Background: an optimization exercise with open tools, aiming at small area. Do not read the settings as production practice. No functional check of the RTL was part of this run. Power figures rest on the tool's default switching activity, not on a simulated workload.

`flow/config.mk`:
```
export PLATFORM = sky130hd
export DESIGN_NAME = GPIO_demo
export DESIGN_NICKNAME = GPIO_demo
export VERILOG_FILES = /design/flow/design.v
export SDC_FILE = /design/flow/constraint.sdc
export NUM_CORES = 4
export LEC_CHECK = 0
export CAP_MARGIN = 20
export CORE_MARGIN = 2
export CORE_UTILIZATION = 40
export SLEW_MARGIN = 20
```
`flow/constraint.sdc`:
```
create_clock -name core_clock -period 10.0 [get_ports {CLK}]
set_input_delay 2.0000 -clock core_clock [delete_from_list [all_inputs] [get_ports {CLK}]]
set_output_delay 2.0000 -clock core_clock [all_outputs]
set_load 0.01 [all_outputs]
```
`flow/design.v`:
```
module debouncer (SIGNAL_I, CLK_I, RST_I, SIGNAL_O);
    parameter integer DEBNC_CLOCKS = 1 << 16;
    parameter integer PORT_WIDTH   = 4;
    input  [PORT_WIDTH-1:0] SIGNAL_I;
    input                   CLK_I;
    input                   RST_I;   
    output [PORT_WIDTH-1:0] SIGNAL_O;
    reg [31:0] sig_cntrs_ary [0:PORT_WIDTH-1];
    reg [PORT_WIDTH-1:0] sig_out_reg;
    integer idx;
    always @(posedge CLK_I) begin
        if (RST_I)
            sig_out_reg <= {PORT_WIDTH{1'b0}};
        else
        for (idx = 0; idx < PORT_WIDTH; idx = idx + 1) begin
            if (sig_cntrs_ary[idx] == (DEBNC_CLOCKS-1))
                sig_out_reg[idx] <= ~sig_out_reg[idx];
        end
    end
    always @(posedge CLK_I) begin
        for (idx = 0; idx < PORT_WIDTH; idx = idx + 1) begin
            if (RST_I) begin
                sig_cntrs_ary[idx] <= 32'd0;
            end else if (sig_out_reg[idx] ^ SIGNAL_I[idx]) begin
                if (sig_cntrs_ary[idx] == (DEBNC_CLOCKS-1))
                    sig_cntrs_ary[idx] <= 32'd0;
                else
                    sig_cntrs_ary[idx] <= sig_cntrs_ary[idx] + 32'd1;
            end else begin
                sig_cntrs_ary[idx] <= 32'd0;
            end
        end
    end
    assign SIGNAL_O = sig_out_reg;
endmodule
module UART_TX_CTRL (SEND, DATA, CLK, RST, READY, UART_TX);
    input        SEND;
    input  [7:0] DATA;
    input        CLK;
    input        RST;    
    output       READY;
    output       UART_TX;
    parameter [6:0]  BIT_TMR_MAX    = 7'd86;      
    parameter integer BIT_INDEX_MAX = 10;
    reg [1:0]  txState;           
    reg [6:0]  bitTmr;
    wire       bitDone;
    reg [3:0]  bitIndex;
    reg [9:0]  txData;
    reg        txBit;
    parameter RDY      = 2'd0;
    parameter LOAD_BIT = 2'd1;
    parameter SEND_BIT = 2'd2;
    assign bitDone = (bitTmr == BIT_TMR_MAX);
    assign UART_TX = txBit;
    assign READY   = (txState == RDY);
    always @(posedge CLK) begin
        if (RST) txState <= RDY;
        else
        case (txState)
            RDY: begin
                if (SEND) txState <= LOAD_BIT;
                else      txState <= RDY;
            end
            LOAD_BIT: txState <= SEND_BIT;
            SEND_BIT: begin
                if (bitDone) begin
                    if (bitIndex == BIT_INDEX_MAX) txState <= RDY;
                    else                           txState <= LOAD_BIT;
                end
            end
            default: txState <= RDY;
        endcase
    end
    always @(posedge CLK) begin
        if (RST)                  bitTmr <= 7'd0;
        else if (txState == RDY)  bitTmr <= 7'd0;
        else if (bitDone)         bitTmr <= 7'd0;
        else                      bitTmr <= bitTmr + 7'd1;
    end
    always @(posedge CLK) begin
        if (RST)                  bitIndex <= 4'd0;
        else if (txState == RDY)  bitIndex <= 4'd0;
        else if (txState == LOAD_BIT) bitIndex <= bitIndex + 4'd1;
    end
    always @(posedge CLK) begin
        if (RST)       txData <= 10'b11_1111_1111;
        else if (SEND) txData <= {1'b1, DATA, 1'b0};  
    end
    always @(posedge CLK) begin
        if (RST)                  txBit <= 1'b1;
        else if (txState == RDY)  txBit <= 1'b1;             
        else if (txState == LOAD_BIT) txBit <= txData[bitIndex];
    end
endmodule
module RGB_controller (GCLK, RST, RGB_LED_1_O, RGB_LED_2_O);
    input        GCLK;
    input        RST;           
    output [2:0] RGB_LED_1_O;   
    output [2:0] RGB_LED_2_O;
    parameter [7:0]  WINDOW        = 8'hFF;
    parameter [10:0] DELTACOUNTMAX = 11'd2000;    
    parameter [8:0]  VALCOUNTMAX   = 9'b101_111_111;
    reg [7:0]  windowcount;
    reg [10:0] deltacount;
    reg [8:0]  valcount;
    wire [7:0] incVal;
    wire [7:0] decVal;
    reg [7:0] redVal,   greenVal,   blueVal;
    reg [7:0] redVal2,  greenVal2,  blueVal2;
    reg [2:0] rgbLedReg1;
    reg [2:0] rgbLedReg2;
    assign incVal = {1'b0, valcount[6:0]};
    assign decVal = {1'b0,
                     ~valcount[6], ~valcount[5], ~valcount[4],
                     ~valcount[3], ~valcount[2], ~valcount[1], ~valcount[0]};
    always @(posedge GCLK) begin
        if (RST)                  windowcount <= 8'd0;
        else if (windowcount < WINDOW) windowcount <= windowcount + 8'd1;
        else                      windowcount <= 8'd0;
    end
    always @(posedge GCLK) begin
        if (RST)                        deltacount <= 11'd0;
        else if (deltacount < DELTACOUNTMAX) deltacount <= deltacount + 11'd1;
        else                            deltacount <= 11'd0;
    end
    always @(posedge GCLK) begin
        if (RST) valcount <= 9'd0;
        else if (deltacount == 11'd0) begin
            if (valcount < VALCOUNTMAX) valcount <= valcount + 9'd1;
            else                        valcount <= 9'd0;
        end
    end
    always @(*) begin
        case (valcount[8:7])
            2'b00: begin
                redVal   = incVal; greenVal = decVal; blueVal  = 8'd0;
                redVal2  = incVal; greenVal2= decVal; blueVal2 = 8'd0;
            end
            2'b01: begin
                redVal   = decVal; greenVal = 8'd0;   blueVal  = incVal;
                redVal2  = decVal; greenVal2= 8'd0;   blueVal2 = incVal;
            end
            default: begin
                redVal   = 8'd0;   greenVal = incVal; blueVal  = decVal;
                redVal2  = 8'd0;   greenVal2= incVal; blueVal2 = decVal;
            end
        endcase
    end
    always @(posedge GCLK) begin
        if (RST) begin
            rgbLedReg1 <= 3'b000;
            rgbLedReg2 <= 3'b000;
        end else begin
        rgbLedReg1[2] <= (redVal   > windowcount);
        rgbLedReg1[1] <= (greenVal > windowcount);
        rgbLedReg1[0] <= (blueVal  > windowcount);
        rgbLedReg2[2] <= (redVal2   > windowcount);
        rgbLedReg2[1] <= (greenVal2 > windowcount);
        rgbLedReg2[0] <= (blueVal2  > windowcount);
        end
    end
    assign RGB_LED_1_O = rgbLedReg1;
    assign RGB_LED_2_O = rgbLedReg2;
endmodule
module GPIO_demo (
    SW, BTN, CLK, RST, LED, UART_TXD,
    RGB0_Red, RGB0_Green, RGB0_Blue,
    RGB1_Red, RGB1_Green, RGB1_Blue,
    RGB2_Red, RGB2_Green, RGB2_Blue,
    RGB3_Red, RGB3_Green, RGB3_Blue
);
    input  [3:0] SW;
    input  [3:0] BTN;
    input        CLK;
    input        RST;    
    output [3:0] LED;
    output       UART_TXD;
    output       RGB0_Red, RGB0_Green, RGB0_Blue;
    output       RGB1_Red, RGB1_Green, RGB1_Blue;
    output       RGB2_Red, RGB2_Green, RGB2_Blue;
    output       RGB3_Red, RGB3_Green, RGB3_Blue;
    parameter integer MAX_STR_LEN     = 31;
    parameter integer WELCOME_STR_LEN = 31;
    parameter integer BTN_STR_LEN     = 24;
    parameter integer RESET_CNTR_MAX  = 2000;    
    parameter [2:0] RST_REG     = 3'd0;
    parameter [2:0] LD_INIT_STR = 3'd1;
    parameter [2:0] SEND_CHAR   = 3'd2;
    parameter [2:0] RDY_LOW     = 3'd3;
    parameter [2:0] WAIT_RDY    = 3'd4;
    parameter [2:0] WAIT_BTN    = 3'd5;
    parameter [2:0] LD_BTN_STR  = 3'd6;
    wire [3:0] btnDeBnc;
    reg  [3:0] btnReg;
    wire       btnDetect;
    reg  [2:0] uartState;
    wire       uartRdy;
    reg        uartSend;
    reg  [7:0] uartData;
    wire       uartTX;
    reg        sel_btn_str;
    reg  [5:0] strIndex;
    reg  [5:0] strEnd;
    reg [10:0] reset_cntr;
    assign LED = SW;
    debouncer
    #(
        .DEBNC_CLOCKS (1 << 10),
        .PORT_WIDTH   (4)
    )
    Inst_btn_debounce (
        .SIGNAL_I (BTN),
        .CLK_I    (CLK),
        .RST_I    (RST),
        .SIGNAL_O (btnDeBnc)
    );
    always @(posedge CLK) begin
        if (RST) btnReg <= 4'b0000;
        else     btnReg <= btnDeBnc;
    end
    assign btnDetect =
        ((~btnReg[0] & btnDeBnc[0]) |
         (~btnReg[1] & btnDeBnc[1]) |
         (~btnReg[2] & btnDeBnc[2]) |
         (~btnReg[3] & btnDeBnc[3]));
    always @(posedge CLK) begin
        if (RST)
            reset_cntr <= 11'd0;
        else if ((reset_cntr == RESET_CNTR_MAX) || (uartState != RST_REG))
            reset_cntr <= 11'd0;
        else
            reset_cntr <= reset_cntr + 11'd1;
    end
    always @(posedge CLK) begin
        if (RST) uartState <= RST_REG;
        else
        case (uartState)
            RST_REG: begin
                if (reset_cntr == RESET_CNTR_MAX) uartState <= LD_INIT_STR;
            end
            LD_INIT_STR: uartState <= SEND_CHAR;
            SEND_CHAR  : uartState <= RDY_LOW;
            RDY_LOW    : uartState <= WAIT_RDY;
            WAIT_RDY: begin
                if (uartRdy) begin
                    if (strEnd == strIndex) uartState <= WAIT_BTN;
                    else                    uartState <= SEND_CHAR;
                end
            end
            WAIT_BTN: begin
                if (btnDetect) uartState <= LD_BTN_STR;
            end
            LD_BTN_STR: uartState <= SEND_CHAR;
            default: uartState <= RST_REG;
        endcase
    end
    always @(posedge CLK) begin
        if (RST) begin
            sel_btn_str <= 1'b0;
            strEnd      <= 6'd0;
        end else if (uartState == LD_INIT_STR) begin
            sel_btn_str <= 1'b0;                        
            strEnd      <= WELCOME_STR_LEN[5:0];
        end else if (uartState == LD_BTN_STR) begin
            sel_btn_str <= 1'b1;                        
            strEnd      <= BTN_STR_LEN[5:0];
        end
    end
    always @(posedge CLK) begin
        if (RST)
            strIndex <= 6'd0;
        else if ((uartState == LD_INIT_STR) || (uartState == LD_BTN_STR))
            strIndex <= 6'd0;
        else if (uartState == SEND_CHAR)
            strIndex <= strIndex + 6'd1;
    end
    function [7:0] welcome_byte;
        input [5:0] idx;
        begin
            case (idx)
                6'd0 : welcome_byte = 8'h0A;
                6'd1 : welcome_byte = 8'h0D;
                6'd2 : welcome_byte = 8'h41;
                6'd3 : welcome_byte = 8'h52;
                6'd4 : welcome_byte = 8'h54;
                6'd5 : welcome_byte = 8'h59;
                6'd6 : welcome_byte = 8'h20;
                6'd7 : welcome_byte = 8'h47;
                6'd8 : welcome_byte = 8'h50;
                6'd9 : welcome_byte = 8'h49;
                6'd10: welcome_byte = 8'h4F;
                6'd11: welcome_byte = 8'h2F;
                6'd12: welcome_byte = 8'h55;
                6'd13: welcome_byte = 8'h41;
                6'd14: welcome_byte = 8'h52;
                6'd15: welcome_byte = 8'h54;
                6'd16: welcome_byte = 8'h20;
                6'd17: welcome_byte = 8'h44;
                6'd18: welcome_byte = 8'h45;
                6'd19: welcome_byte = 8'h4D;
                6'd20: welcome_byte = 8'h4F;
                6'd21: welcome_byte = 8'h21;
                6'd22: welcome_byte = 8'h20;
                6'd23: welcome_byte = 8'h20;
                6'd24: welcome_byte = 8'h20;
                6'd25: welcome_byte = 8'h20;
                6'd26: welcome_byte = 8'h20;
                6'd27: welcome_byte = 8'h20;
                6'd28: welcome_byte = 8'h0A;
                6'd29: welcome_byte = 8'h0A;
                6'd30: welcome_byte = 8'h0D;
                default: welcome_byte = 8'h00;
            endcase
        end
    endfunction
    function [7:0] btn_byte;
        input [5:0] idx;
        begin
            case (idx)
                6'd0 : btn_byte = 8'h42;
                6'd1 : btn_byte = 8'h75;
                6'd2 : btn_byte = 8'h74;
                6'd3 : btn_byte = 8'h74;
                6'd4 : btn_byte = 8'h6F;
                6'd5 : btn_byte = 8'h6E;
                6'd6 : btn_byte = 8'h20;
                6'd7 : btn_byte = 8'h70;
                6'd8 : btn_byte = 8'h72;
                6'd9 : btn_byte = 8'h65;
                6'd10: btn_byte = 8'h73;
                6'd11: btn_byte = 8'h73;
                6'd12: btn_byte = 8'h20;
                6'd13: btn_byte = 8'h64;
                6'd14: btn_byte = 8'h65;
                6'd15: btn_byte = 8'h74;
                6'd16: btn_byte = 8'h65;
                6'd17: btn_byte = 8'h63;
                6'd18: btn_byte = 8'h74;
                6'd19: btn_byte = 8'h65;
                6'd20: btn_byte = 8'h64;
                6'd21: btn_byte = 8'h21;
                6'd22: btn_byte = 8'h0A;
                6'd23: btn_byte = 8'h0D;
                default: btn_byte = 8'h00;
            endcase
        end
    endfunction
    always @(posedge CLK) begin
        if (RST) begin
            uartSend <= 1'b0;
            uartData <= 8'h00;
        end else if (uartState == SEND_CHAR) begin
            uartSend <= 1'b1;
            if (sel_btn_str) uartData <= btn_byte(strIndex);
            else             uartData <= welcome_byte(strIndex);
        end else begin
            uartSend <= 1'b0;
        end
    end
    UART_TX_CTRL u_uart_tx_ctrl (
        .SEND    (uartSend),
        .DATA    (uartData),
        .CLK     (CLK),
        .RST     (RST),
        .READY   (uartRdy),
        .UART_TX (uartTX)
    );
    assign UART_TXD = uartTX;
    RGB_controller RGB_Core1 (
        .GCLK        (CLK),
        .RST         (RST),
        .RGB_LED_1_O ({RGB0_Red, RGB0_Blue, RGB0_Green}),
        .RGB_LED_2_O ({RGB2_Red, RGB2_Blue, RGB2_Green})
    );
    RGB_controller RGB_Core2 (
        .GCLK        (CLK),
        .RST         (RST),
        .RGB_LED_1_O ({RGB1_Red, RGB1_Blue, RGB1_Green}),
        .RGB_LED_2_O ({RGB3_Red, RGB3_Blue, RGB3_Green})
    );
endmodule
```
`flow/run.sh`:
```
#!/bin/bash
# synth_recipe.tcl (not shown) runs the flow's synth.tcl, then flattens the netlist and writes it again
# the make line also repeats each setting of config.mk as NAME=value (left out here)
make -C /OpenROAD-flow-scripts/flow DESIGN_CONFIG=/design/flow/config.mk WORK_HOME=/design/flow/orfs CLKGATE_MAP_FILE= SYNTH_SCRIPT=/design/flow/synth_recipe.tcl finish
```
==> summary.md <==
| Metric | Value |
|---|---|
| Yosys warning count | `5` |
| Final Skew | `0.02022 ns` |
| Synth cell types | `75` |
| Max reg flops | `128` |
| Tightest Hold Check Type | `register to register` |
| Root Buffer | `clkbuf_16` |
| RD Place Congestion | `0.8604` |
| Most common cell after layout, fill and taps aside | `nor2_1` |
| Tcrit/Tclk final | `40.49%` |
| Syn avg cell area | `8.450 um2` |
| Comb pwr share | `4.4%` |
| Worst Hold Launch | `Inst_btn_debounce.sig_cntrs_ary[3][0]` |
| Leakage dissipation | `5.407 nW` |
| Peak supply drop | `0.0001401 V` |
| Area growth, synth to finish | `9.921%` |
| 1st-iter DRT viols | `457` |
| Final Max Slew Viols | `0` |
| P_int | `1.742 mW` |
| Number of synthesized register bits | `265` |
| Worst-margin pin slew | `0.8470 ns` |
| Period minus WS final | `4.049 ns` |
| Initial antenna violation count | `0` |
| DRT Pass-1 Iters | `5` |
| Share of the synthesized area in the top cell type | `39.54%` |
| Core box area | `33280 um2` |
| Worst EP arrival | `4.45 ns` |
| Max cap viols | `0` |
| Fmax | `247.0 MHz` |
| CTS Buffer Depth | `3` |
| Seq/Total Area, Yosys | `39.54%` |
| Proportion of layout cells with a drive suffix above 1 | `5.253%` |
| Number of synthesized flops with an enable pin | `0` |
| Hold WS | `0.4461 ns` |
| Nets | `1639` |
| R2R Path Start | `uartState[2]` |
| Boundary pin count | `27` |
| Vias per cell | `5.046` |
| Htree depth | `1` |
| Vias in the first global route | `9568` |
| Row Count | `67` |
| Data required time of the worst path | `10.40 ns` |
| CP Capture Type | `register` |
| Final ANT Viol Nets | `0` |
| ANT cells | `0` |
| CTS Buf Count | `30` |
| Prevailing post-synth register cell | `dfxtp_1` |
| DIE HEIGHT | `187.2 um` |
| Crit path kind | `primary input to register` |
| Worst Setup Start Kind | `primary input` |
| Crit path from | `RST` |
| Syn Nets | `1669` |
| Initial Util | `40.32%` |
| CTS Sinks | `265` |
| Yosys top cell by area | `dfxtp_1` |
| RSZ-0062 raised after global routing | `false` |
| Final HPWL DP | `17100 um` |
| Final Hold Vio Count | `0` |
| Die span in x | `187.2 um` |
| Final setup TNS | `0 ns` |
| Crit Path Max Fanout | `73` |
| Cts hold-fix bufs | `0` |
| Buffers on Ports | `18` |
| PostCTS Resize Cnt | `0` |
| Post-synthesis instance area | `13420 um2` |
| Largest net degree at the start of global routing | `74` |
| First-pass GRT wire length | `44460 um` |
| Clk pwr share | `47.0%` |
| Remaining Overflow, GRT | `0` |
| PD cells | `151.5 nW/um2` |
| Seq pwr share | `48.5%` |
| Commonest cells after routing, fill and taps aside | `nor2_1, dfxtp_1, xor2_1, nand2_1, xnor2_1` |
| Die area | `35030 um2` |
| Synth async-reset ratio | `0%` |
| Post-CTS setup buffer count | `0` |
| Post-Synthesis Cells | `1588` |
| Synth area leaders | `dfxtp_1, nor2_1, ha_1, xor2_1, xnor2_1` |
| TritonCTS clock tree | `done` |
| DRC | `0` |
| Via count | `10230` |
| Setup Viol. Count Final | `0` |
| Switching pwr | `0.4918 mW` |
| Top reg by flops | `Inst_btn_debounce.sig_cntrs_ary` |
| Clk slew on worst S/H paths | `0.06 ns` |
| Worst-Skew Late Latency | `0.55 ns` |
| Final wirelength | `25250 um` |
| Switching Share | `22.01%` |
| Tot Pwr | `2.234 mW` |
| Status | `timing/DRC/antenna clean` |
| Max-slew headroom | `43.46%` |
| Total global-route track usage | `14.33%` |
| Routed len/inst | `12.45 um` |
## path summary, 6_finish.rpt
kind	depth (start not counted)	slack [ns]	to
max	8	5.95	register
min	1	0.45	Inst_btn_debounce.sig_cntrs_ary[3][0]
min reg2reg	1	0.45	Inst_btn_debounce.sig_cntrs_ary[3][0]
max reg2reg	8	6.82	register
## kinds of logic (layout without fill, tap and decap cells)
family,Yosys count,in the layout,share of synthesized area [%]
XOR/XNOR,190,190,12.40
buffers and inverters,132,124,4.159
AND/OR/NAND/NOR,723,723,26.34
flip-flops,265,265,39.54
adder cells (fa/ha/maj),71,71,6.621
multiplexers,29,29,2.406
AO/OA/AOI/OAI,178,178,8.533
## layout make-up
type | count | area [um2]
Tap cell | 448 | 560.5
Sequential cell | 265 | 5305
Timing Repair Buffer | 19 | 182.7
Inverter | 51 | 191.4
Clock buffer | 47 | 885.9
Clock inverter | 7 | 63.81
Multi-Input combinational cell | 1191 | 7560
Fill cell | 3323 | 18530
## critical path: stages
cell and delay [ns]:
buf_2 0.09, buf_4 0.32, nor3_1 0.78, inv_1 0.27, ha_1 0.41, nor2_1 0.06
a2111oi_1 0.39, a31oi_1 0.08
## power by group through the flow
stage | sequential, mW | combinational (mW) | clock, mW
3_5_place_dp | 1.11 | 0.0994 | 0
3_3_place_gp | 1.11 | 0.0970 | 0
6_report | 1.08 | 0.0990 | 1.05
2_1_floorplan | 1.10 | 0.0794 | 0
5_1_grt | 1.09 | 0.115 | 1.13
4_1_cts | 1.08 | 0.100 | 1.09
## synth_stat cells (36+ instances only)
library cell,instances
a21oi_1,56
and3_1,47
clkbuf_1,55
dfxtp_1,265
ha_1,71
inv_1,48
nand2_1,92
nand3_1,84
nand4_1,50
nor2_1,287
nor3_1,36
o21ai_0,46
xnor2_1,92
xor2_1,98
## metrics by stage
step	cells	area [um2]	utilization [%]	setup slack, ns
floorplan	1588	13420	-	5.881
global placement	1974	13790	41.45	5.517
detailed placement	1974	13790	41.45	5.411
CTS	2028	14740	44.30	5.989
global route	2028	14750	44.32	5.703
finish	2028	14750	44.32	5.951
## routing by layer
layer | wire length [um] | global-route usage [%]
met1 | 12710 | 19.96
met2 | 11140 | 23.22
met3 | 890 | 2.345
met4 | 503 | 3.388
met5 | 0 | 0

-- afterwards: timing with drivers on the ports --
In the flow no input, the clock included, has a driving cell. The finished layout below was timed again as built, in two steps. Step 1, drivers: a clkbuf_16 drives CLK and a buf_2 each remaining input, both assumed. Step 2 also shifts input and output timing later by t, the mid clock arrival at the registers, as if the neighbouring blocks saw the same clock. Slacks: no drivers / after step 1 / after step 2; pairs: no drivers / after step 1.
t, ns: 0.589
slack for setup (ns): 5.951 / 5.959 / 5.390
worst setup path at the end: input to register
worst register clock-pin slew, ns: 0.06 / 0.06
worst data-port slew with drivers (ns): 0.06
After both steps setup and hold are still met in this run. For this run, drivers alone change the setup slack by +0.008 ns; drivers and shift together by -0.561 ns.
